Context: an optimization exercise on an open-source flow, tuned for small area. The choices shown serve that exercise and are no tape-out recipe.
The RTL was checked by simulation tests, not by an equivalence proof against the original design.

==> flow/design.v (outline; a module is shown in full before it is edited, if it fits) <==
// module FFT32_pipeline: 1753 lines
// module fa_cell: 4 lines
// module ha_cell: 4 lines
module FFT32_pipeline (
    input clk,
    input i_rst,
    input signed [10:0] FFTInRe,
    input signed [10:0] FFTInIm,
    input in_valid,
    output signed [10:0] MDCOutUpRe,
    output signed [10:0] MDCOutUpIm,
    output signed [10:0] MDCOutDownRe,
    output signed [10:0] MDCOutDownIm,
    output MDC_out_valid,
    output signed [10:0] FFTOutRe,
    output signed [10:0] FFTOutIm,
    output FFT_out_valid
);
  // ...
==> flow/flow/run.sh <==
#!/bin/bash
# Layout flow: the standard ORFS flow (standard.sh), with two changes:
#  - the port buffers are sky130_fd_sc_hd__buf_2 cells instead of the
#    delay-buffer cells buffer_ports picks by itself;
#  - clock tree synthesis inserts no dummy loads.
# Every tool's output goes to standard.log.
set -euo pipefail
export BUFFER_PORTS_ARGS="-buffer_cell sky130_fd_sc_hd__buf_2"
export CTS_ARGS="-sink_clustering_enable -repair_clock_nets -sink_clustering_size 18 -sink_clustering_max_diameter 60 -buf_list sky130_fd_sc_hd__clkbuf_8 -dont_use_dummy_load"
bash standard.sh > standard.log 2>&1
==> flow/standard.sh <==
#!/bin/bash
# synth_recipe.tcl (not shown) runs the flow's synth.tcl, then flattens the netlist and writes it again
# the make line also repeats each setting of config.mk as NAME=value (left out here)
make -C /OpenROAD-flow-scripts/flow DESIGN_CONFIG=/design/flow/config.mk WORK_HOME=/design/flow/orfs CLKGATE_MAP_FILE= SYNTH_SCRIPT=/design/flow/synth_recipe.tcl "${@:-finish}"
==> flow/config.mk <==
export PLATFORM = sky130hd
export DESIGN_NAME = FFT32_pipeline
export DESIGN_NICKNAME = FFT32_pipeline
export VERILOG_FILES = /design/flow/design.v
export SDC_FILE = /design/flow/constraint.sdc
export NUM_CORES = 8
export LEC_CHECK = 0
export ABC_AREA = 1
export CAP_MARGIN = 20
export CORE_MARGIN = 2
export CORE_UTILIZATION = 65
export SLEW_MARGIN = 20
export SYNTH_HIERARCHICAL = 1
==> flow/constraint.sdc <==
create_clock -name core_clock -period 9.0 [get_ports {clk}]
set_input_delay 1.8000 -clock core_clock [delete_from_list [all_inputs] [get_ports {clk}]]
set_output_delay 1.8000 -clock core_clock [all_outputs]
set_load 0.01 [all_outputs]
==> key figures, run 1 <==
Clock network
  • Cts bufs inserted: 88
  • Clk latency of the worst-skew pair: 0.74 ns
  • Max clock buf depth: 3

Routing
  • Vias per cell: 5.434

Synth
  • Mapped Cells: 4,390
  • Main combinational cell family by area after synthesis: adder cells
  • Synth Flop Type: dfxtp_1
  • Complex-gate fraction of the synthesized area: 9.527%
  • Most frequent cell after synthesis: dfxtp_1

Die
  • Core area: 74,320 um^2
  • Die footprint: 77,080 um^2

Final layout
  • Non-clock buffer share: 1.762%
  • Leading cell kind: registers
  • Most frequent cells in the layout: dfxtp_1 (1,288), nand2_1 (769), fa_1 (502)
  • Nets: 5,061

Timing
  • Final setup fails: 0
  • Tcrit/Tclk final: 95.72%
  • Worst Hold Margin: 0.2333 ns

Hold path
  • Worst Hold Depth: 0
  • Worst hold start: D1[4][16]

Critical path
  • Delay-heaviest family, CP: adder cells

Outcome
  • Status: timing/DRC/antenna clean

Placed design
  • Placement-stage cell area: 50,020 um^2
  • Placer Congestion: 0.9647
==> run 2: changes to the inputs <==
==> flow/flow/run.sh (replaced) <==
#!/bin/bash
# Layout flow: the standard ORFS flow (standard.sh), with two changes:
#  - the port buffers are sky130_fd_sc_hd__buf_1 cells instead of the
#    delay-buffer cells buffer_ports picks by itself;
#  - clock tree synthesis inserts no dummy loads.
# Every tool's output goes to standard.log.
set -euo pipefail
export BUFFER_PORTS_ARGS="-buffer_cell sky130_fd_sc_hd__buf_1"
export CTS_ARGS="-sink_clustering_enable -repair_clock_nets -sink_clustering_size 18 -sink_clustering_max_diameter 60 -buf_list sky130_fd_sc_hd__clkbuf_8 -dont_use_dummy_load"
bash standard.sh > standard.log 2>&1
--- a/flow/config.mk
+++ b/flow/config.mk
@@ -9,5 +9,5 @@
 export CAP_MARGIN = 20
 export CORE_MARGIN = 2
-export CORE_UTILIZATION = 65
+export CORE_UTILIZATION = 70
 export SLEW_MARGIN = 20
 export SYNTH_HIERARCHICAL = 1
==> run 2 against run 1 <==
Effect of this change:
- still clean on timing, DRC and antenna
- sequential share of layout area grew 0.16 points
- worst hold slack gained 0.043 ns
- utilization grew 5.4 points
- flip-flop and latch count is the same
- design area shrank 0.31%
- fmax shrank 0.22%
- register-to-register slack lost 0.15 ns
- clock skew shrank 0.021 ns
- clock-buffer cell count shrank 1
- die area shrank 7.0%
- critical endpoint is now FFTOutIm[6]
==> key figures, run 2 <==
Critical path
  • CP Max Fanout: 12
  • CP arrival: 6.83 ns
  • CP Capture Type: primary output
  • Worst Setup Start Kind: flip-flop
  • R2R depth: 27
  • CP Launch Point: cnt[0]
  • Register-to-register path setup slack: 1.01 ns
  • Crit path kind: flip-flop to primary output
  • Worst R2R End: D3_2[19]
  • CP required: 7.20 ns
  • Worst r2r src: cnt[1]

Timing
  • Final setup fails: 0 (unchanged)
  • Setup Skew: 0.09445 ns
  • Setup TNS: 0 ns
  • Final Hold Fails: 0
  • Achievable Freq: 0.1158 GHz
  • Final worst slack: 0.3659 ns
  • Tcrit/Tclk final: 95.93% (+0.21 points)
  • Unrepaired setup endpoints after global routing: false
  • Worst slew pin tran: 0.9527 ns
  • Worst Hold Margin: 0.2764 ns (+0.04303 ns)
  • Slew Limit Fails: 0
  • Worst slew margin: 36.03%
  • Fin crit period: 8.634 ns

Synth
  • Synth Area in Simple Gates: 8.846%
  • Unique masters post-synth: 58
  • Mapped Cells: 4,390 (unchanged)
  • Register area share after synthesis: 53.39%
  • Post-Synth XOR/XNOR Area: 1.152%
  • Main combinational cell family by area after synthesis: adder cells
  • Complex-gate fraction of the synthesized area: 9.527% (unchanged)
  • Area share of the leading cell type in the synthesized netlist: 52.98%
  • Syn_nets: 5,000
  • Syn Std Cell Area: 48,670 um^2
  • Syn avg cell area: 11.09 um^2
  • Multiplexer share of the synthesized area: 0.1285%
  • Post-synth top area cell: dfxtp_1
  • Synth area leaders: dfxtp_1 (53%), fa_1 (21%), nand2_1 (5.9%), o21ai_0 (4.5%), inv_1 (2.3%)
  • Post-synth EDFFs: 0
  • Synth cell count leaders: dfxtp_1 (1,288), nand2_1 (769), fa_1 (502), o21ai_0 (436), inv_1 (293)
  • Ys async rst share: 0.6173%
  • Most frequent cell after synthesis: dfxtp_1
  • Ys Warns: 11
  • Synthesis-stage register bit count: 1,296
  • Synth Flop Type: dfxtp_1
  • Synth Area in Adders: 22.78%

Clock network
  • Max clock buf depth: 3 (unchanged)
  • Cts bufs inserted: 87 (-1.1%)
  • Clk latency of the worst-skew pair: 0.73 ns (about the same)
  • Sink Count: 1,296
  • CTS tree: built
  • Clock tree root buffer cell: clkbuf_8
  • Reg clk slew, reported paths: 0.10 ns
  • CTS H-Tree Depth: 3

Global route
  • GRT overflow: 0
  • First-pass GRT wire length: 164.8 mm
  • Overall routing resource usage: 30.16%
  • Vias in the first global route: 29,900
  • Largest net degree at the start of global routing: 82
  • Initial antenna violation count: 3

Die
  • Starting Density: 70.84%
  • Row count: 96
  • Ports: 93
  • Die footprint: 71,660 um^2 (-7.0%)
  • Die width: 267.7 um
  • Core area: 68,710 um^2 (-7.6%)
  • DIE HEIGHT: 267.7 um

Final layout
  • Multi-input combinational cell area: 20,680 um^2
  • Most frequent cells in the layout: dfxtp_1 (1,288), nand2_1 (769), fa_1 (502)
  • Share of cells above drive strength 1: 5.307%
  • Filler cells: 4,786
  • Synthesis-to-finish area growth: 5.038%
  • Register Area: 25,990 um^2
  • Largest regs: D1 x352, E15 x330, D2 x176
  • Layout Utilization: 74.41%
  • Post-route cell area: 51,120 um^2
  • Nets: 5,059 (-0.040%)
  • Most flops, register: D1
  • Most common cell after layout, fill and taps aside: dfxtp_1
  • Max FFs per register: 352

Routing
  • DRT Pass-1 Iters: 6
  • Vias per cell: 5.581 (+2.7%)
  • WL/cell: 19.46 um
  • Routed Antenna Nets: 0
  • Total wire length: 104.8 mm
  • DR vias: 30,040
  • Drt first-iter violations: 2,863
  • # DRC: 0

Hold path
  • Worst min-delay path endpoint: E6[4][14]
  • Hold crit path type: flip-flop to flip-flop
  • Worst Hold Depth: 0 (unchanged)
  • Worst hold start: E6[3][14]

Placed design
  • HPWL after detailed placement: 78.73 mm
  • Port Buffer Count: 92
  • DP Worst Slack: 0.5212 ns
  • Placer Congestion: 0.9798 (+1.6%)
  • Placement-stage cell area: 49,840 um^2 (-0.35%)

Outcome
  • Status: timing/DRC/antenna clean

Flow run
  • Max-cap viol count: 0
==> run 2: cell counts after synthesis <==
Identical to the previous run, type by type.
==> run 2: worst max-delay path, stage by stage (launching register included) <==
cell	delay (ns)
dfrtp_2	0.44
clkinvlp_4	0.14
buf_4	0.19
nor2_1	0.07
fa_1	0.41
fa_1	0.41
fa_1	0.40
fa_1	0.40
fa_1	0.41
fa_1	0.39
fa_1	0.39
fa_1	0.39
fa_1	0.43
fa_1	0.39
xnor2_1	0.15
buf_4	0.20
nor2_1	0.06
inv_2	0.15
nand2_1	0.13
o21ai_0	0.32
o21ai_0	0.12
buf_1	0.16
==> run 2: per-module statistics from Yosys (local to each module, per instance) <==
module          times used  area, um^2
FFT32_pipeline           1       38260
fa_cell                502       20.02
ha_cell                 29       12.51
==> run 2: kinds of logic (layout without fill, tap and decap cells) <==
logic type / after synthesis / after routing
simple gates: 1092 / 1092
xor+xnor: 61 / 61
other cells: 0 / 5
compound gates: 832 / 832
buf+inv: 519 / 576
fa+ha+maj: 585 / 585
flops: 1296 / 1296
mux: 5 / 5
==> run 2: how the worst max path moves through the flow <==
stage	cells after the start	slack (ns)	endpoint
after CTS	22	0.11	FFTOutIm[10]
after floorplan	21	1.00	FFTOutRe[0]
after detailed placement	22	0.52	FFTOutIm[10]
after global routing	18	0.02	MDCOutDownRe[0]
after global placement	22	0.63	FFTOutIm[10]
final	21	0.37	FFTOutIm[6]
==> run 2: layer usage <==
layer	track usage, %	wire (um)
met1	42.16	45090
met5	0	0
met3	4.625	6762
met4	11.93	4507
met2	47.84	48410
==> run 2: metrics by stage <==
step | instances
2_1_floorplan | 4390
3_3_place_gp | 5285
3_5_place_dp | 5285
4_1_cts | 5372
5_1_grt | 5380
6_report | 5383
==> run 2: final cells by class <==
type / instances / share of cell area, %
well taps: 931 / 2.279
clock buffers: 87 / 2.342
repair buffers: 151 / 1.591
flip-flops and latches: 1296 / 50.83
diodes: 5 / 0.02447
multi-input cells: 2575 / 40.45
inverters: 338 / 2.489
==> run 2: timing repair <==
| item | CTS | global route |
|---|---|---|
| setup buffers | 0 | 6 |
| resized for setup | 3 | 3 |
| hold buffers | 0 | 0 |
| setup endpoints to repair | 9 | 18 |
==> run 3: changes to the inputs <==
--- a/flow/config.mk
+++ b/flow/config.mk
@@ -9,5 +9,5 @@
 export CAP_MARGIN = 20
 export CORE_MARGIN = 2
-export CORE_UTILIZATION = 70
+export CORE_UTILIZATION = 65
 export SLEW_MARGIN = 20
 export SYNTH_HIERARCHICAL = 1
==> run 3 against run 2 <==
Effect of this change:
- largest cell class unchanged
- cell count up 0.72%
- sequential share of layout area about the same
- flip-flop and latch count unchanged
- register-to-register slack better by 0.18 ns
==> key figures, run 3 <==
Outcome
  • Status: timing/DRC/antenna clean

Synth
  • Post-synth EDFFs: 0 (unchanged)
  • Register area share after synthesis: 53.39% (unchanged)
  • Syn Std Cell Area: 48,670 um^2 (unchanged)
  • Ys Warns: 11 (unchanged)
  • Synth cell count leaders: dfxtp_1 (1,288), nand2_1 (769), fa_1 (502), o21ai_0 (436), inv_1 (293)
  • Synthesis-stage register bit count: 1,296 (unchanged)
  • Mapped Cells: 4,390 (unchanged)
  • Area share of the leading cell type in the synthesized netlist: 52.98% (unchanged)
  • Synth Flop Type: dfxtp_1
  • Post-synth top area cell: dfxtp_1
  • Unique masters post-synth: 58 (unchanged)
  • Syn_nets: 5,000 (unchanged)
  • Ys async rst share: 0.6173% (unchanged)
  • Syn avg cell area: 11.09 um^2 (unchanged)
  • Synth area leaders: dfxtp_1 (53%), fa_1 (21%), nand2_1 (5.9%), o21ai_0 (4.5%), inv_1 (2.3%)
  • Most frequent cell after synthesis: dfxtp_1

Final layout
  • Most frequent cells in the layout: dfxtp_1 (1,288), nand2_1 (769), fa_1 (502)
  • Register Area: 25,990 um^2 (unchanged)
  • Synthesis-to-finish area growth: 5.087% (about the same)
  • Most flops, register: D1
  • Largest regs: D1 x352, E15 x330, D2 x176
  • Most common cell after layout, fill and taps aside: dfxtp_1
  • Max FFs per register: 352 (unchanged)
  • Multi-input combinational cell area: 20,680 um^2 (about the same)
  • Nets: 5,059 (unchanged)
  • Share of cells above drive strength 1: 5.307% (unchanged)
  • Filler cells: 5,684 (+19%)

Die
  • Starting Density: 65.49% (-5.4 points)
  • Die footprint: 77,080 um^2 (+7.6%)
  • DIE HEIGHT: 277.6 um (+3.7%)
  • Die width: 277.6 um (+3.7%)
  • Row count: 100 (+4.2%)
  • Ports: 93 (unchanged)
  • Core area: 74,320 um^2 (+8.2%)

Hold path
  • Worst min-delay path endpoint: E6[3][12]
  • Worst hold start: E6[2][12]
  • Worst Hold Depth: 0 (unchanged)
  • Hold crit path type: flip-flop to flip-flop

Placed design
  • Port Buffer Count: 92 (unchanged)
  • Placer Congestion: 0.9656 (-1.4%)
  • HPWL after detailed placement: 78.99 mm (+0.33%)

Timing
  • Setup Skew: 0.08433 ns (-0.01012 ns)
  • Setup TNS: 0 ns (unchanged)
  • Unrepaired setup endpoints after global routing: false
  • Final setup fails: 0 (unchanged)
  • Worst Hold Margin: 0.2801 ns (+0.003713 ns)
  • Final Hold Fails: 0 (unchanged)
  • Worst slew margin: 33.78% (-2.2 points)
  • Fin crit period: 8.661 ns (+0.02644 ns)
  • Achievable Freq: 0.1155 GHz (-0.31%)
  • Tcrit/Tclk final: 96.23% (+0.29 points)
  • Worst slew pin tran: 0.9933 ns (+0.04055 ns)
  • Slew Limit Fails: 0 (unchanged)

Critical path
  • Worst Setup Start Kind: flip-flop
  • CP required: 7.20 ns (about the same)
  • Worst r2r src: cnt[1]
  • Crit path kind: flip-flop to primary output
  • CP arrival: 6.86 ns (+0.03 ns)
  • Worst R2R End: D3_2[16]
  • R2R depth: 27 (unchanged)
  • CP Capture Type: primary output
  • Register-to-register path setup slack: 1.19 ns (+0.18 ns)
  • CP Max Fanout: 12 (unchanged)

Clock network
  • CTS H-Tree Depth: 3 (unchanged)
  • Reg clk slew, reported paths: 0.10 ns (about the same)
  • Sink Count: 1,296 (unchanged)
  • CTS tree: built
  • Max clock buf depth: 3 (unchanged)
  • Clock tree root buffer cell: clkbuf_8
  • Cts bufs inserted: 86 (-1.1%)
  • Clk latency of the worst-skew pair: 0.72 ns (about the same)
  • # hold bufs at CTS: 0 (unchanged)

Global route
  • Initial antenna violation count: 2 (-1)
  • Vias in the first global route: 29,340 (-1.9%)
  • First-pass GRT wire length: 165.5 mm (+0.43%)
  • Largest net degree at the start of global routing: 82 (unchanged)
  • Overall routing resource usage: 27.90% (-2.3 points)
  • GRT overflow: 0 (unchanged)

Routing
  • Vias per cell: 5.423 (-2.8%)
  • # DRC: 0 (unchanged)
  • DRT Pass-1 Iters: 6 (unchanged)
  • Drt first-iter violations: 2,655 (-7.3%)
  • Routed Antenna Nets: 0 (unchanged)
  • WL/cell: 19.28 um (-0.96%)
  • DR vias: 29,410 (-2.1%)
  • Total wire length: 104.5 mm (-0.24%)

Flow run
  • Max-cap viol count: 0 (unchanged)
run 3: what timing repair did:
action,CTS,global route
setup endpoints to repair,4,21
hold endpoints to repair,0,0
buffers inserted,0,5
gates resized for setup,1,6
run 3: area by class of cell:
type	count	share of cell area, %
multi-input cells	2575	40.44
clock buffers	86	2.314
repair buffers	152	1.556
flip-flops and latches	1296	50.81
well taps	969	2.370
inverters	338	2.488
diodes	6	0.02935
run 3: per-module statistics from Yosys (local to each module, per instance):
module,flops+latches,times used
FFT32_pipeline,1296,1
ha_cell,0,29
fa_cell,0,502
run 3: how the worst max path moves through the flow:
stage | startpoint | endpoint | slack (ns) | cells after the start
after global placement | cnt[0] | FFTOutIm[0] | 0.76 | 21
after floorplan | cnt[0] | FFTOutRe[0] | 1.00 | 21
final | cnt[0] | FFTOutIm[0] | 0.34 | 21
after CTS | cnt[0] | FFTOutIm[0] | 0.03 | 21
after detailed placement | cnt[0] | FFTOutIm[0] | 0.63 | 21
after global routing | cnt[0] | FFTOutIm[0] | 0.02 | 21
run 3: kinds of logic (layout without fill, tap and decap cells):
| group | Yosys count | in the layout | share of synthesized area [%] |
|---|---|---|---|
| and+or+nand+nor | 1092 | 1092 | 8.846 |
| other | 0 | 6 | 0 |
| AOI/OAI and AO/OA | 832 | 832 | 9.527 |
| DFF | 1296 | 1296 | 53.39 |
| buffers and inverters | 519 | 576 | 4.177 |
| muxes | 5 | 5 | 0.1285 |
| adders and majority gates | 585 | 585 | 22.78 |
| xor gates and xnor gates | 61 | 61 | 1.152 |
run 3: per-layer routing:
| layer | up-vias | share of wire [%] | GRT usage, % |
|---|---|---|---|
| li1 | 14040 | - | - |
| met1 | 14110 | 44 | 39.41 |
| met3 | 254 | 5.9 | 4.312 |
| met4 | 0 | 4.2 | 10.76 |
| met5 | - | 0 | 0 |
| met2 | 1000 | 46 | 43.92 |
run 3: critical path, cell delays in order (launching register included):
cell        delay [ns]
dfrtp_2           0.44
clkinvlp_4        0.18
nor2_1            0.06
ha_1              0.20
fa_1              0.38
fa_1              0.40
fa_1              0.39
fa_1              0.39
fa_1              0.41
fa_1              0.39
fa_1              0.40
fa_1              0.39
fa_1              0.44
fa_1              0.40
xnor2_1           0.15
buf_4             0.19
nor2_1            0.06
inv_2             0.15
nand2_1           0.16
o21ai_1           0.31
o21ai_0           0.13
buf_1             0.18
run 3: metrics by stage:
| stage | instance area, um^2 | setup slack [ns] | std cells | utilization (%) |
|---|---|---|---|---|
| after global placement | 49900 | 0.7603 | 5325 | 67.14 |
| after floorplan | 48670 | 1.002 | 4390 | - |
| final | 51150 | 0.3395 | 5422 | 68.82 |
| after CTS | 51090 | 0.02543 | 5411 | 68.74 |
| after global routing | 51140 | 0.01797 | 5417 | 68.80 |
| after detailed placement | 49900 | 0.6274 | 5325 | 67.14 |
==> run 4: changes to the inputs <==
--- a/flow/flow/run.sh
+++ b/flow/flow/run.sh
@@ -7,4 +7,4 @@
 set -euo pipefail
 export BUFFER_PORTS_ARGS="-buffer_cell sky130_fd_sc_hd__buf_1"
-export CTS_ARGS="-sink_clustering_enable -repair_clock_nets -sink_clustering_size 18 -sink_clustering_max_diameter 60 -buf_list sky130_fd_sc_hd__clkbuf_8 -dont_use_dummy_load"
+export CTS_ARGS="-sink_clustering_enable -repair_clock_nets -sink_clustering_size 30 -sink_clustering_max_diameter 80 -buf_list sky130_fd_sc_hd__clkbuf_16 -dont_use_dummy_load"
 bash standard.sh > standard.log 2>&1
==> run 4 against run 3 <==
Effect of this change:
- still clean on timing, DRC and antenna
- global-route usage shrank 0.12 points
- first-iteration DRC count increased by 1.6%
- fmax up 0.73%
- critical path type unchanged
==> key figures, run 4 <==
Placed design
  • DP Worst Slack: 0.6274 ns (unchanged)
  • HPWL after detailed placement: 78.99 mm (unchanged)
  • Placer Congestion: 0.9656 (unchanged)
  • Port Buffer Count: 92 (unchanged)
  • Inst Count DP: 5,325 (unchanged)

Routing
  • DRT Pass-1 Iters: 6 (unchanged)
  • # DRC: 0 (unchanged)
  • Drt first-iter violations: 2,698 (+1.6%)
  • WL/cell: 19.44 um (+0.83%)
  • Total wire length: 104.8 mm (+0.23%)
  • Routed Antenna Nets: 0 (unchanged)
  • DR vias: 29,430 (+0.088%)
  • Vias per cell: 5.460 (+0.68%)

Timing
  • Fin crit period: 8.597 ns (-0.06316 ns)
  • Worst slew pin tran: 0.9957 ns (+0.002391 ns)
  • Final Hold Fails: 0 (unchanged)
  • Setup TNS: 0 ns (unchanged)
  • Slew Limit Fails: 0 (unchanged)
  • Final worst slack: 0.4026 ns (+0.06316 ns)
  • Achievable Freq: 0.1163 GHz (+0.73%)
  • Final setup fails: 0 (unchanged)
  • Worst slew margin: 33.62% (-0.16 points)
  • Setup Skew: 0.09644 ns (+0.01211 ns)
  • Tcrit/Tclk final: 95.53% (-0.70 points)
  • Unrepaired setup endpoints after global routing: false

Final layout
  • Synthesis-to-finish area growth: 5.396%
  • Multi-input combinational cell area: 20,680 um^2 (unchanged)
  • Layout Utilization: 69.02% (+0.20 points)
  • Most frequent cells in the layout: dfxtp_1 (1,288), nand2_1 (769), fa_1 (502)
  • Max FFs per register: 352 (unchanged)
  • Most common cell after layout, fill and taps aside: dfxtp_1
  • Final cell count without fillers: 5,390 (-0.59%)
  • Nets: 5,027 (-0.63%)
  • Share of cells above drive strength 1: 4.621% (-0.69 points)
  • Filler cells: 5,652 (-0.56%)
  • Register Area: 25,990 um^2 (unchanged)
  • Largest regs: D1 x352, E15 x330, D2 x176
  • Most flops, register: D1

Critical path
  • Worst Setup EP: FFTOutIm[0]
  • CP max stage cell: fa_1
  • CP Capture Type: primary output
  • Crit path kind: flip-flop to primary output
  • Buffers and inverters on the worst path: 4 (unchanged)
  • Worst R2R End: D3_2[16]
  • Most used cell, CP: fa_1
  • Register-to-register path setup slack: 1.09 ns (-0.10 ns)
  • CP arrival: 6.80 ns (-0.06 ns)
  • Crit-path max cell delay: 0.44 ns (about the same)
  • CP required: 7.20 ns (about the same)
  • Worst Setup Start Kind: flip-flop
  • Worst r2r src: cnt[1]
  • R2R depth: 27 (unchanged)
  • Critical path cell sequence: clkinvlp_4, nor2_1, ha_1, fa_1, fa_1, fa_1, fa_1, fa_1, fa_1, fa_1, fa_1, fa_1, fa_1, xnor2_1, buf_4, nor2_1, inv_2, nand2_1, o21ai_1, o21ai_0, buf_1
  • Crit path depth: 21 (unchanged)
  • CP Launch Point: cnt[0]
  • Delay-heaviest family, CP: adder cells
  • CP Max Fanout: 12 (unchanged)

Die
  • Row count: 100 (unchanged)
  • Die footprint: 77,080 um^2 (unchanged)
  • Ports: 93 (unchanged)
  • Die width: 277.6 um (unchanged)
  • Starting Density: 65.49% (unchanged)
  • Core area: 74,320 um^2 (unchanged)
  • DIE HEIGHT: 277.6 um (unchanged)

Clock network
  • Max clock buf depth: 3 (unchanged)
  • Sink Count: 1,296 (unchanged)
  • Reg clk slew, reported paths: 0.10 ns (about the same)
  • # hold bufs at CTS: 0 (unchanged)
  • CTS H-Tree Depth: 2 (-1)
  • Cts bufs inserted: 53 (-38%)
  • Clk latency of the worst-skew pair: 0.65 ns (-0.07 ns)
  • Clock tree root buffer cell: clkbuf_16
  • CTS tree: built

Synth
  • Most frequent cell after synthesis: dfxtp_1
  • Synth cell count leaders: dfxtp_1 (1,288), nand2_1 (769), fa_1 (502), o21ai_0 (436), inv_1 (293)
  • Synthesis-stage register bit count: 1,296 (unchanged)
  • Synth area leaders: dfxtp_1 (53%), fa_1 (21%), nand2_1 (5.9%), o21ai_0 (4.5%), inv_1 (2.3%)
  • Syn_nets: 5,000 (unchanged)
  • Syn avg cell area: 11.09 um^2 (unchanged)
  • Register area share after synthesis: 53.39% (unchanged)
  • Post-synth top area cell: dfxtp_1
  • Ys Warns: 11 (unchanged)
  • Unique masters post-synth: 58 (unchanged)
  • Ys async rst share: 0.6173% (unchanged)
  • Synth Flop Type: dfxtp_1
  • Syn Std Cell Area: 48,670 um^2 (unchanged)
  • Mapped Cells: 4,390 (unchanged)
  • Area share of the leading cell type in the synthesized netlist: 52.98% (unchanged)
  • Post-synth EDFFs: 0 (unchanged)

Outcome
  • Status: timing/DRC/antenna clean

Global route
  • GRT overflow: 0 (unchanged)
  • Initial antenna violation count: 3 (+1)
  • First-pass GRT wire length: 165.5 mm (about the same)
  • Vias in the first global route: 29,210 (-0.46%)
  • Overall routing resource usage: 27.78% (-0.12 points)
  • Largest net degree at the start of global routing: 82 (unchanged)

Hold path
  • Hold crit path type: flip-flop to flip-flop

Flow run
  • Max-cap viol count: 0 (unchanged)
[run 4: layout make-up]
cell class / instances / share of cell area, %
multi-input combinational: 2575 / 40.32
timing repair buffer: 153 / 1.566
tap: 969 / 2.363
antenna: 6 / 0.02927
clock buffer: 53 / 2.585
inverter: 338 / 2.481
sequential: 1296 / 50.66
[run 4: modules after synthesis (local to each module, per instance)]
| module | cell area (um^2) | times used | flops+latches |
|---|---|---|---|
| FFT32_pipeline | 38260 | 1 | 1296 |
| fa_cell | 20.02 | 502 | 0 |
| ha_cell | 12.51 | 29 | 0 |
[run 4: kinds of logic after synthesis]
group	Yosys count	share of synthesized area (%)
mux	5	0.1285
xor+xnor	61	1.152
compound gates	832	9.527
fa+ha+maj	585	22.78
buf+inv	519	4.177
simple gates	1092	8.846
flops	1296	53.39
[run 4: how the worst min path moves through the flow]
stage                startpoint          end  slack (ns)  cells after the start
floorplan             D1[11][0]    D1[12][0]        0.31                      0
finish                E15[6][3]    E15[7][3]        0.28                      0
detailed placement   D1[11][15]   D1[12][15]        0.31                      0
global placement    E15[11][15]  E15[12][15]        0.31                      0
global route          E15[6][3]    E15[7][3]        0.27                      0
CTS                   E15[6][3]    E15[7][3]        0.27                      0
[run 4: metal layers]
metal | track usage (%) | vias up | wire [um] | share of wire [%]
li1 | - | 13970 | - | -
met1 | 39.26 | 14180 | 45780 | 44
met2 | 44.44 | 997 | 48080 | 46
met3 | 4.009 | 281 | 6504 | 6.2
met4 | 9.591 | 2 | 4372 | 4.2
met5 | 0 | - | 23 | 0.022
[run 4: metrics by stage]
| stage | hold WS (ns) | instance area (um^2) |
|---|---|---|
| after floorplan | 0.3096 | 48670 |
| after global placement | 0.3095 | 49900 |
| after detailed placement | 0.3121 | 49900 |
| after CTS | 0.2727 | 51230 |
| after global routing | 0.2728 | 51280 |
| final | 0.2795 | 51300 |
[run 4: timing repair]
item	CTS	global route
buffers inserted	0	6
pin swaps	0	0
setup endpoints to repair	2	17
gates resized for setup	1	4
==> run 5: changes to the inputs <==
==> flow/flow/run.sh (replaced) <==
#!/bin/bash
# Layout flow: the standard ORFS flow (standard.sh) with these changes:
#  - synthesis maps the logic with an area-only ABC script (the registers,
#    the synthesis passes and the flattening are those of the standard flow);
#  - the port buffers are sky130_fd_sc_hd__buf_1 cells instead of the
#    delay-buffer cells buffer_ports picks by itself;
#  - clock tree synthesis inserts no dummy loads.
# Every tool's output goes to standard.log (and ORFS's own logs under orfs/).
set -euo pipefail
rm -rf scripts_area
cp -r "$FLOW_HOME/scripts" scripts_area
printf 'strash\ndch\nmap -a\n' > scripts_area/abc_area.script
export SCRIPTS_DIR="$PWD/scripts_area"
export BUFFER_PORTS_ARGS="-buffer_cell sky130_fd_sc_hd__buf_1"
export CTS_ARGS="-sink_clustering_enable -repair_clock_nets -sink_clustering_size 18 -sink_clustering_max_diameter 60 -buf_list sky130_fd_sc_hd__clkbuf_8 -dont_use_dummy_load"
bash standard.sh > standard.log 2>&1
==> run 5 against run 4 <==
Effect of this change:
- still clean on timing, DRC and antenna
- clock skew up 0.082 ns
- global-route usage up 1.9 points
- register-to-register slack worse by 0.43 ns
- critical path depth unchanged
- cell count down 2.3%
- sequential share of layout area up 0.43 points
- highest routed layer unchanged
==> key figures, run 5 <==
Critical path
  • CP max stage cell: dfrtp_2
  • Crit path kind: flip-flop to primary output
  • Critical path cell sequence: inv_6, buf_4, nor2_1, fa_1, fa_1, fa_1, fa_1, fa_1, fa_1, fa_1, fa_1, fa_1, fa_1, xnor2_2, buf_4, clkinv_1, o21ai_4, nand2_1, o21ai_0, o21ai_0, buf_1
  • R2R depth: 26 (-3.7%)
  • CP required: 7.20 ns (about the same)
  • Buffers and inverters on the worst path: 5 (+1)
  • Delay-heaviest family, CP: adder cells
  • Worst r2r src: cnt[2]
  • Register-to-register path setup slack: 0.66 ns (-0.43 ns)
  • Most used cell, CP: fa_1
  • CP arrival: 6.91 ns (+0.11 ns)
  • Crit-path max cell delay: 0.45 ns (about the same)
  • CP Max Fanout: 13 (+1)
  • Worst Setup Start Kind: flip-flop
  • Worst R2R End: D3_1[11]
  • CP Capture Type: primary output

Placed design
  • Port Buffer Count: 92 (unchanged)
  • DP Worst Slack: 0.6558 ns (+0.02839 ns)
  • HPWL after detailed placement: 81.83 mm (+3.6%)
  • Placer Congestion: 0.9982 (+3.4%)
  • Placement-stage cell area: 49,540 um^2 (-0.73%)

Routing
  • Vias per cell: 5.622 (+3.0%)
  • Routed Antenna Nets: 0 (unchanged)
  • DR vias: 29,590 (+0.55%)
  • # DRC: 0 (unchanged)
  • WL/cell: 20.53 um (+5.6%)
  • Drt first-iter violations: 2,614 (-3.1%)
  • DRT Pass-1 Iters: 7 (+1)
  • Total wire length: 108.1 mm (+3.2%)

Synth
  • Ys Warns: 11 (unchanged)
  • Register area share after synthesis: 54.86% (+1.5 points)
  • Complex-gate fraction of the synthesized area: 10.48% (+0.95 points)
  • Synth cell count leaders: dfxtp_1 (1,288), nand2_1 (559), fa_1 (502), o21ai_0 (386), nor2_1 (359)
  • Synth Area in Adders: 23.43% (+0.65 points)
  • Main combinational cell family by area after synthesis: adder cells
  • Syn_nets: 4,666 (-6.7%)
  • Unique masters post-synth: 37 (-36%)
  • Multiplexer share of the synthesized area: 0.1717% (+0.043 points)
  • Post-synth top area cell: dfxtp_1
  • Post-Synth XOR/XNOR Area: 0.9616% (-0.19 points)
  • Post-synth EDFFs: 0 (unchanged)
  • Synth area leaders: dfxtp_1 (54%), fa_1 (21%), nand2_1 (4.4%), o21ai_0 (4.1%), nor2_1 (2.8%)
  • Syn avg cell area: 11.68 um^2 (+5.3%)
  • Synthesis-stage register bit count: 1,296 (unchanged)
  • Most frequent cell after synthesis: dfxtp_1
  • Synth Flop Type: dfxtp_1
  • Syn Std Cell Area: 47,360 um^2 (-2.7%)
  • Ys async rst share: 0.6173% (unchanged)
  • Synth Area in Simple Gates: 7.669% (-1.2 points)
  • Area share of the leading cell type in the synthesized netlist: 54.44% (+1.5 points)
  • Mapped Cells: 4,056 (-7.6%)

Timing
  • Worst slew margin: 17.42% (-16 points)
  • Worst Hold Margin: 0.2308 ns (-0.04870 ns)
  • Final setup fails: 0 (unchanged)
  • Worst slew pin tran: 1.228 ns (+0.2325 ns)
  • Final Hold Fails: 0 (unchanged)
  • Final worst slack: 0.2915 ns (-0.1111 ns)
  • Achievable Freq: 0.1148 GHz (-1.3%)
  • Fin crit period: 8.708 ns (+0.1111 ns)
  • Setup Skew: 0.1783 ns (+0.08190 ns)
  • Setup TNS: 0 ns (unchanged)
  • Tcrit/Tclk final: 96.76% (+1.2 points)
  • Slew Limit Fails: 0 (unchanged)
  • Unrepaired setup endpoints after global routing: true

Clock network
  • Cts bufs inserted: 89 (+68%)
  • # hold bufs at CTS: 0 (unchanged)
  • Sink Count: 1,296 (unchanged)
  • Reg clk slew, reported paths: 0.12 ns (+0.02 ns)
  • CTS tree: built
  • Max clock buf depth: 3 (unchanged)
  • Clock tree root buffer cell: clkbuf_8
  • Clk latency of the worst-skew pair: 0.77 ns (+0.12 ns)
  • CTS H-Tree Depth: 3 (+1)

Final layout
  • Synthesis-to-finish area growth: 7.391%
  • Post-route cell area: 50,870 um^2 (-0.84%)
  • Largest regs: D1 x352, E15 x330, D2 x176
  • Share of cells above drive strength 1: 4.709% (+0.088 points)
  • Most flops, register: D1
  • Most common cell after layout, fill and taps aside: dfxtp_1
  • Max FFs per register: 352 (unchanged)
  • Filler cells: 5,328 (-5.7%)
  • Nets: 4,923 (-2.1%)
  • Most frequent cells in the layout: dfxtp_1 (1,288), nand2_1 (559), fa_1 (501)

Hold path
  • Hold crit path type: flip-flop to flip-flop
  • Worst Hold Depth: 0 (unchanged)
  • Worst hold start: D1[11][20]
  • Worst min-delay path endpoint: D1[12][20]

Global route
  • Vias in the first global route: 29,990 (+2.7%)
  • First-pass GRT wire length: 169.4 mm (+2.3%)
  • Initial antenna violation count: 3 (unchanged)
  • Overall routing resource usage: 29.69% (+1.9 points)
  • GRT overflow: 0 (unchanged)
  • Largest net degree at the start of global routing: 89 (+8.5%)

Die
  • DIE HEIGHT: 273.9 um (-1.3%)
  • Row count: 98 (-2.0%)
  • Core area: 71,850 um^2 (-3.3%)
  • Die width: 273.9 um (-1.3%)
  • Ports: 93 (unchanged)
  • Starting Density: 65.92% (+0.43 points)
  • Die footprint: 75,040 um^2 (-2.6%)

Outcome
  • Status: timing/DRC/antenna clean

Flow run
  • Max-cap viol count: 0 (unchanged)
run 5: cell types whose count changed in the layout (fill, tap and decap cells not counted), moves of 16 or more:
cell / change
inv_2: -40
clkinv_1: +294
nor2_1: +93
clkbuf_16: -53
o21ai_0: -53
xnor2_1: -22
o211ai_1: +20
a21oi_1: -20
nand2_1: -210
a22oi_1: +64
inv_1: -290
buf_4: +16
clkbuf_8: +89
run 5: modules after synthesis (local to each module, per instance):
module          area (um^2)  times used  flops+latches  cells inside
FFT32_pipeline        36950           1           1296          3525
fa_cell               20.02         502              0             1
ha_cell               12.51          29              0             1
run 5: how the worst max path moves through the flow:
stage	start	cells past startpoint	endpoint	slack, ns
floorplan	cnt[0]	20	FFTOutRe[10]	0.11
global route	cnt[0]	21	FFTOutIm[10]	-0.09
CTS	cnt[0]	21	FFTOutIm[10]	0.04
global placement	cnt[0]	21	FFTOutIm[10]	0.81
detailed placement	cnt[0]	21	FFTOutIm[10]	0.66
finish	cnt[0]	21	FFTOutIm[10]	0.29
run 5: final cells by class:
class | instances | area [um^2] | area share, %
inverters | 302 | 1139 | 2.238
well taps | 950 | 1189 | 2.337
repair buffers | 170 | 934.6 | 1.838
flip-flops and latches | 1296 | 25990 | 51.09
multi-input cells | 2454 | 20380 | 40.08
diodes | 3 | 7.507 | 0.01476
clock buffers | 89 | 1225 | 2.408
run 5: repair_timing:
| action | CTS | global route |
|---|---|---|
| setup endpoints to repair | 11 | 29 |
| endpoints found under the hold margin | 0 | 0 |
| setup buffers | 1 | 0 |
| gates resized for setup | 4 | 24 |
| pin swaps | 1 | 1 |
run 5: kinds of logic after synthesis:
kind of cell,count (synthesis)
AO/OA/AOI/OAI,857
XOR/XNOR,52
adder cells (fa/ha/maj),586
buffers and inverters,306
flip-flops,1296
multiplexers,8
AND/OR/NAND/NOR,951
run 5: metal layers:
metal,GRT usage [%],up-vias,routed length [um]
li1,-,13780,-
met1,40.01,14450,45580
met2,48.09,1093,50470
met3,5.193,269,7143
met4,12.16,2,4866
met5,0,-,20
run 5: through the flow:
stage | cells | util [%]
2_1_floorplan | 4056 | -
3_3_place_gp | 5171 | 68.94
3_5_place_dp | 5171 | 68.94
4_1_cts | 5261 | 70.68
5_1_grt | 5262 | 70.78
6_report | 5264 | 70.79
==> run 6: changes to the inputs <==
--- a/flow/flow/run.sh
+++ b/flow/flow/run.sh
@@ -10,5 +10,5 @@
 rm -rf scripts_area
 cp -r "$FLOW_HOME/scripts" scripts_area
-printf 'strash\ndch\nmap -a\n' > scripts_area/abc_area.script
+printf 'strash\ndch\nmap -a\ntopo\nstime -c\nbuffer -c\nupsize -c\ndnsize -c\n' > scripts_area/abc_area.script
 export SCRIPTS_DIR="$PWD/scripts_area"
 export BUFFER_PORTS_ARGS="-buffer_cell sky130_fd_sc_hd__buf_1"
==> run 6 against run 5 <==
Effect of this change:
- global-route usage is 1.6 points lower
- synthesized cell count is 4.7% higher
- routed wire length is 2.9% lower
- area after synthesis grew 1.9%
- critical path type unchanged
==> key figures, run 6 <==
Critical path
  • CP required: 7.20 ns (about the same)
  • CP Launch Point: cnt[0]
  • R2R depth: 26 (unchanged)
  • Crit-path max cell delay: 0.42 ns (-0.03 ns)
  • CP Max Fanout: 12 (-1)
  • Crit path kind: flip-flop to primary output
  • Worst r2r src: cnt[1]
  • Worst Setup Start Kind: flip-flop
  • Critical path cell sequence: clkinvlp_4, nor2_1, ha_1, fa_1, fa_1, fa_1, fa_1, fa_1, fa_1, fa_1, fa_1, fa_1, fa_1, xnor2_1, buf_4, nor2_4, inv_1, o21ai_0, nand2_1, o21ai_0, o21ai_0, buf_1
  • Buffers and inverters on the worst path: 4 (-1)
  • Register-to-register path setup slack: 1.05 ns (+0.39 ns)
  • Delay-heaviest family, CP: adder cells
  • CP max stage cell: dfrtp_1
  • CP Capture Type: primary output
  • Worst R2R End: D3_3[7]
  • CP arrival: 6.83 ns (-0.08 ns)
  • Most used cell, CP: fa_1

Synth
  • Mapped Cells: 4,245 (+4.7%)
  • Register area share after synthesis: 53.82% (-1.0 points)
  • Synthesis-stage register bit count: 1,296 (unchanged)
  • Most frequent cell after synthesis: dfxtp_1
  • Syn Std Cell Area: 48,280 um^2 (+1.9%)
  • Synth cell count leaders: dfxtp_1 (1,288), nand2_1 (557), fa_1 (502), o21ai_0 (367), nor2_1 (349)
  • Synth area leaders: dfxtp_1 (53%), fa_1 (21%), nand2_1 (4.3%), o21ai_0 (3.8%), nor2_1 (2.7%)
  • Ys Warns: 11 (unchanged)
  • Syn_nets: 4,855 (+4.1%)
  • Area share of the leading cell type in the synthesized netlist: 53.41% (-1.0 points)
  • Post-synth top area cell: dfxtp_1
  • Ys async rst share: 0.6173% (unchanged)
  • Unique masters post-synth: 53 (+43%)
  • Post-synth EDFFs: 0 (unchanged)
  • Synth Flop Type: dfxtp_1
  • Syn avg cell area: 11.37 um^2 (-2.6%)

Global route
  • GRT overflow: 0 (unchanged)
  • Largest net degree at the start of global routing: 89 (unchanged)
  • Overall routing resource usage: 28.14% (-1.6 points)
  • Initial antenna violation count: 5 (+2)
  • First-pass GRT wire length: 165.8 mm (-2.1%)
  • Vias in the first global route: 29,250 (-2.5%)

Timing
  • Worst slew pin tran: 0.9565 ns (-0.2717 ns)
  • Final worst slack: 0.3700 ns (+0.07845 ns)
  • Fin crit period: 8.630 ns (-0.07845 ns)
  • Slew Limit Fails: 0 (unchanged)
  • Setup Skew: 0.09240 ns (-0.08594 ns)
  • Worst Hold Margin: 0.2774 ns (+0.04658 ns)
  • Achievable Freq: 0.1159 GHz (+0.91%)
  • Worst slew margin: 35.69% (+18 points)
  • Tcrit/Tclk final: 95.89% (-0.87 points)
  • Final setup fails: 0 (unchanged)
  • Final Hold Fails: 0 (unchanged)

Routing
  • Vias per cell: 5.537 (-1.5%)
  • Routed Antenna Nets: 0 (unchanged)
  • Drt first-iter violations: 2,807 (+7.4%)
  • Total wire length: 105.0 mm (-2.9%)
  • DRT Pass-1 Iters: 5 (-2)
  • DR vias: 29,140 (-1.5%)
  • WL/cell: 19.95 um (-2.8%)
  • # DRC: 0 (unchanged)

Final layout
  • Synthesis-to-finish area growth: 5.336%
  • Most common cell after layout, fill and taps aside: dfxtp_1
  • Most flops, register: D1
  • Largest regs: D1 x352, E15 x330, D2 x176
  • Max FFs per register: 352 (unchanged)
  • Layout Utilization: 69.47% (-1.3 points)
  • Most frequent cells in the layout: dfxtp_1 (1,288), nand2_1 (557), fa_1 (502)
  • Share of cells above drive strength 1: 5.395% (+0.69 points)
  • Filler cells: 5,508 (+3.4%)
  • Nets: 4,912 (-0.22%)

Die
  • Die footprint: 76,470 um^2 (+1.9%)
  • Row count: 99 (+1.0%)
  • DIE HEIGHT: 276.5 um (+0.95%)
  • Ports: 93 (unchanged)
  • Core area: 73,210 um^2 (+1.9%)
  • Die width: 276.5 um (+0.95%)
  • Starting Density: 65.95% (about the same)

Hold path
  • Worst min-delay path endpoint: D1[6][16]
  • Worst Hold Depth: 0 (unchanged)
  • Worst hold start: D1[5][16]
  • Hold crit path type: flip-flop to flip-flop

Clock network
  • Max clock buf depth: 3 (unchanged)
  • Sink Count: 1,296 (unchanged)
  • CTS tree: built
  • CTS H-Tree Depth: 3 (unchanged)
  • Clk latency of the worst-skew pair: 0.72 ns (-0.05 ns)
  • Cts bufs inserted: 91 (+2.2%)
  • Clock tree root buffer cell: clkbuf_8
  • Reg clk slew, reported paths: 0.10 ns (-0.02 ns)

Outcome
  • Status: timing/DRC/antenna clean

Placed design
  • HPWL after detailed placement: 79.19 mm (-3.2%)
  • Port Buffer Count: 92 (unchanged)
  • Placer Congestion: 0.9877 (-1.1%)
  • DP Worst Slack: 0.4657 ns (-0.1900 ns)

Flow run
  • Max-cap viol count: 0 (unchanged)
==> run 6: area by class of cell <==
class,instances,area (um^2),area share [%]
inverter,302,1137,2.236
tap,959,1200,2.359
multi-input combinational,2454,20440,40.19
antenna,3,7.507,0.01476
timing repair buffer,157,833.3,1.639
clock buffer,91,1252,2.463
sequential,1296,25980,51.10
==> run 6: kinds of logic after synthesis <==
group,after synthesis,share of synthesized area [%]
simple gates,951,7.653
mux,8,0.1685
fa+ha+maj,586,22.99
buf+inv,495,3.986
flops,1296,53.82
xor+xnor,52,1.013
compound gates,857,10.37
==> run 6: routing by layer <==
metal | GRT usage, % | part of all wire [%] | up-vias
li1 | - | - | 13730
met1 | 39.61 | 44 | 14100
met2 | 43.94 | 45 | 1025
met3 | 4.893 | 6.4 | 273
met4 | 11.00 | 4.5 | 4
met5 | 0 | 0.020 | -
==> run 6: how the worst max path moves through the flow <==
| stage | to | slack (ns) | cells after the start |
|---|---|---|---|
| after floorplan | FFTOutRe[4] | 1.00 | 22 |
| after global placement | FFTOutIm[0] | 0.62 | 21 |
| after detailed placement | FFTOutIm[0] | 0.47 | 21 |
| after CTS | FFTOutIm[2] | 0.02 | 21 |
| after global routing | FFTOutIm[0] | -0.001 | 21 |
| final | FFTOutIm[10] | 0.37 | 22 |
==> run 6: per-module statistics from Yosys, one instance, submodules excluded <==
module	area, um^2	copies in the design	cells inside	flops+latches
ha_cell	12.51	29	1	0
fa_cell	20.02	502	1	0
FFT32_pipeline	37870	1	3714	1296
==> run 6: stage by stage <==
stage	TNS [ns]	cells	area, um^2
floorplan	0	4245	48280
global placement	0	5165	49550
detailed placement	0	5165	49550
CTS	0	5256	50820
global route	-0.001211	5260	50850
finish	0	5262	50860
==> run 6: repair_timing <==
action                                  4_1_cts  5_1_grt
endpoints found under the setup margin       22       22
resized for setup                             4        4
pin swaps                                     0        1
hold buffers                                  0        0
setup buffers                                 0        3
==> run 7: changes to the inputs <==
--- a/flow/flow/run.sh
+++ b/flow/flow/run.sh
@@ -10,5 +10,5 @@
 rm -rf scripts_area
 cp -r "$FLOW_HOME/scripts" scripts_area
-printf 'strash\ndch\nmap -a\ntopo\nstime -c\nbuffer -c\nupsize -c\ndnsize -c\n' > scripts_area/abc_area.script
+printf 'strash\n&get -n\n&st\n&dch\n&nf -a\n&put\n' > scripts_area/abc_area.script
 export SCRIPTS_DIR="$PWD/scripts_area"
 export BUFFER_PORTS_ARGS="-buffer_cell sky130_fd_sc_hd__buf_1"
==> run 7 against run 6 <==
Effect of this change:
- still clean on timing, DRC and antenna
- die area down 1.5%
- largest cell class unchanged
- area after synthesis fell by 1.5%
- register-to-register slack worse by 0.53 ns
- clock-buffer cell count down 2
- cell count decreased by 3.6%
- via count about the same
- routed wire length grew 7.1%
==> key figures, run 7 <==
Outcome
  • Status: timing/DRC/antenna clean

Critical path
  • CP Max Fanout: 13 (+1)
  • Crit path kind: flip-flop to primary output
  • CP Capture Type: primary output
  • CP arrival: 6.92 ns (+0.09 ns)
  • Worst Setup Start Kind: flip-flop
  • CP required: 7.20 ns (about the same)

Synth
  • Synth area leaders: dfxtp_1 (54%), fa_1 (21%), o21ai_0 (3.3%), nand2_1 (2.7%), a21oi_1 (2.6%)
  • Unique masters post-synth: 49 (-7.5%)
  • Area share of the leading cell type in the synthesized netlist: 54.24% (+0.84 points)
  • Register area share after synthesis: 54.67% (+0.84 points)
  • Syn avg cell area: 12.38 um^2 (+8.8%)
  • Syn_nets: 4,450 (-8.3%)
  • Ys Warns: 11 (unchanged)
  • Synth cell count leaders: dfxtp_1 (1,288), fa_1 (502), nand2_1 (344), nor2_1 (316), o21ai_0 (312)
  • Post-synth top area cell: dfxtp_1
  • Syn Std Cell Area: 47,530 um^2 (-1.5%)
  • Most frequent cell after synthesis: dfxtp_1
  • Ys async rst share: 0.6173% (unchanged)
  • Synth Flop Type: dfxtp_1
  • Post-synth EDFFs: 0 (unchanged)
  • Synthesis-stage register bit count: 1,296 (unchanged)
  • Mapped Cells: 3,840 (-9.5%)

Clock network
  • CTS H-Tree Depth: 3 (unchanged)
  • Sink Count: 1,296 (unchanged)
  • Clock tree root buffer cell: clkbuf_8
  • Cts bufs inserted: 89 (-2.2%)
  • Reg clk slew, reported paths: 0.10 ns (about the same)
  • Clk latency of the worst-skew pair: 0.74 ns (+0.02 ns)
  • CTS tree: built
  • Max clock buf depth: 3 (unchanged)

Timing
  • Final Hold Fails: 0 (unchanged)
  • Setup Skew: 0.08318 ns (-0.009229 ns)
  • Unrepaired setup endpoints after global routing: true
  • Tcrit/Tclk final: 96.92% (+1.0 points)
  • Final setup fails: 0 (unchanged)
  • Slew Limit Fails: 0 (unchanged)
  • Worst Hold Margin: 0.2766 ns (-0.0007280 ns)
  • Worst slew margin: 14.10% (-22 points)
  • Achievable Freq: 0.1146 GHz (-1.1%)
  • Fin crit period: 8.723 ns (+0.09266 ns)
  • Worst slew pin tran: 1.253 ns (+0.2963 ns)

Placed design
  • Port Buffer Count: 92 (unchanged)
  • Placer Congestion: 1.062 (+7.5%)
  • Placement-stage cell area: 49,810 um^2 (+0.51%)
  • Inst Count DP: 4,977 (-3.6%)
  • HPWL after detailed placement: 85.63 mm (+8.1%)

Final layout
  • Register Area: 25,990 um^2 (about the same)
  • Max FFs per register: 352 (unchanged)
  • Layout Utilization: 70.35% (+0.88 points)
  • Most flops, register: D1
  • Share of cells above drive strength 1: 5.108% (-0.29 points)
  • Filler cells: 5,126 (-6.9%)
  • Nets: 4,723 (-3.8%)
  • Largest regs: D1 x352, E15 x330, D2 x176
  • Multi-input combinational cell area: 21,140 um^2 (+3.4%)
  • Post-route cell area: 51,150 um^2 (+0.58%)
  • Most common cell after layout, fill and taps aside: dfxtp_1
  • Most frequent cells in the layout: dfxtp_1 (1,286), fa_1 (502), nand2_1 (344)
  • Synthesis-to-finish area growth: 7.605%
  • Final cell count without fillers: 5,071 (-3.6%)

Hold path
  • Hold crit path type: flip-flop to flip-flop

Routing
  • DRT Pass-1 Iters: 6 (+1)
  • WL/cell: 22.18 um (+11%)
  • Drt first-iter violations: 2,308 (-18%)
  • DR vias: 29,140 (+0.024%)
  • Total wire length: 112.5 mm (+7.1%)
  • Vias per cell: 5.747 (+3.8%)
  • Routed Antenna Nets: 0 (unchanged)
  • # DRC: 0 (unchanged)

Die
  • Starting Density: 65.37% (-0.57 points)
  • DIE HEIGHT: 274.4 um (-0.76%)
  • Die footprint: 75,310 um^2 (-1.5%)
  • Core area: 72,710 um^2 (-0.68%)
  • Ports: 93 (unchanged)
  • Die width: 274.4 um (-0.76%)
  • Row count: 99 (unchanged)

Global route
  • Largest net degree at the start of global routing: 89 (unchanged)
  • Overall routing resource usage: 30.76% (+2.6 points)
  • Vias in the first global route: 30,290 (+3.6%)
  • Initial antenna violation count: 7 (+2)
  • First-pass GRT wire length: 174.8 mm (+5.4%)
  • GRT overflow: 0 (unchanged)

Flow run
  • Max-cap viol count: 0 (unchanged)
==> run 7: metrics by stage <==
step / setup TNS [ns] / worst slack [ns]
3_5_place_dp: 0 / 0.4474
2_1_floorplan: 0 / 0.1949
3_3_place_gp: 0 / 0.6475
4_1_cts: 0 / 0.1218
6_report: 0 / 0.2773
5_1_grt: -0.1230 / -0.05375
==> run 7: repair_timing <==
action                                  in CTS  in global routing
pin swaps                                    0                  3
endpoints found under the setup margin      22                 29
hold buffers                                 0                  0
setup buffers                                0                  2
cloned                                       0                  2
resized for setup                            4                 16
==> run 7: modules after synthesis (local to each module, per instance) <==
module	area [um^2]	flip-flops and latches	cells	times used
FFT32_pipeline	37120	1296	3309	1
ha_cell	12.51	0	1	29
fa_cell	20.02	0	1	502
==> run 7: path summary, 6_finish.rpt <==
kind | start | to | slack (ns) | depth (start not counted)
hold / removal | D3_1[4] | D3_2[4] | 0.28 | 0
setup / recovery | cnt[0] | FFTOutRe[8] | 0.28 | 21
hold reg to reg | D3_1[4] | D3_2[4] | 0.28 | 0
max in group asynchronous | i_rst | vf2 | 7.75 | 2
setup reg to reg | cnt[1] | D3_2[19] | 0.52 | 23
min in group asynchronous | i_rst | cnt[0] | 1.00 | 2
==> run 7: worst max-delay path: stages (launching register included) <==
cell	delay [ns]
dfrtp_2	0.41
clkinv_1	0.16
buf_4	0.20
nor2_1	0.08
fa_1	0.42
fa_1	0.40
fa_1	0.39
fa_1	0.42
fa_1	0.39
fa_1	0.40
fa_1	0.39
fa_1	0.40
fa_1	0.44
fa_1	0.41
xnor2_1	0.14
buf_4	0.26
nor2_4	0.12
a21oi_1	0.30
nand2_1	0.10
o21ai_0	0.13
a21oi_1	0.10
buf_1	0.17
==> run 7: cell type report <==
class	instances	share of cell area, %
Sequential cell	1296	50.81
Multi-Input combinational cell	2396	41.34
Clock buffer	89	2.395
Tap cell	959	2.346
Timing Repair Buffer	180	2.006
Inverter	150	1.101
Antenna cell	1	0.004892
==> run 7: routing by layer <==
layer	routed length, um	part of all wire (%)	vias to the layer above	GRT usage [%]
met3	6036	5.4	282	4.668
met2	53230	47	999	50.03
li1	-	-	13360	-
met4	7652	6.8	0	17.99
met1	45540	40	14500	39.44
met5	0	0	-	0
==> run 7: logic make-up (layout without fill, tap and decap cells) <==
group | Yosys count | count (layout) | share of synthesized area, %
adders and majority gates | 587 | 587 | 23.37
and+or+nand+nor | 787 | 789 | 6.873
AOI/OAI and AO/OA | 861 | 861 | 10.69
DFF | 1296 | 1296 | 54.67
muxes | 88 | 88 | 1.914
other | 0 | 1 | 0
xor gates and xnor gates | 71 | 71 | 1.308
buffers and inverters | 150 | 419 | 1.184

==> separate check: timing with driven ports <==
How much do the figures lean on ideal ports? The routed layouts below were timed once more, with nothing changed but the port constraints.
Step 1, drivers: a clkbuf_16 drives clk and a buf_2 each remaining input, both assumed.
Step 2, shift: input delay + t, output delay - t, t = (earliest + latest rising clock arrival at the registers) / 2. This alone moves slack from input paths to output paths.
a / b / c = no drivers / after step 1 / after step 2; a / b = the first two.
| run | shift t [ns] | slack for setup (ns) | clock arrival spread, ns | slew at the worst register clock pin (ns) | worst data-port slew with drivers (ns) |
|---|---|---|---|---|---|
| run 1 | 0.745 | 0.385 / 0.323 / 1.068 | 0.123 / 0.123 | 0.11 / 0.11 | 0.09 |
| run 2 | 0.740 | 0.366 / 0.307 / 1.007 | 0.106 / 0.106 | 0.11 / 0.11 | 0.09 |
| run 3 | 0.744 | 0.339 / 0.277 / 1.022 | 0.085 / 0.085 | 0.11 / 0.11 | 0.10 |
| run 4 | 0.669 | 0.403 / 0.338 / 1.007 | 0.097 / 0.097 | 0.11 / 0.11 | 0.10 |
| run 5 | 0.746 | 0.292 / 0.231 / 0.661 | 0.178 / 0.178 | 0.12 / 0.12 | 0.09 |
| run 6 | 0.735 | 0.370 / 0.309 / 1.043 | 0.119 / 0.119 | 0.11 / 0.11 | 0.10 |
| run 7 | 0.761 | 0.277 / 0.204 / 0.523 | 0.102 / 0.102 | 0.11 / 0.11 | 0.13 |
After both steps every run listed still meets setup and hold.
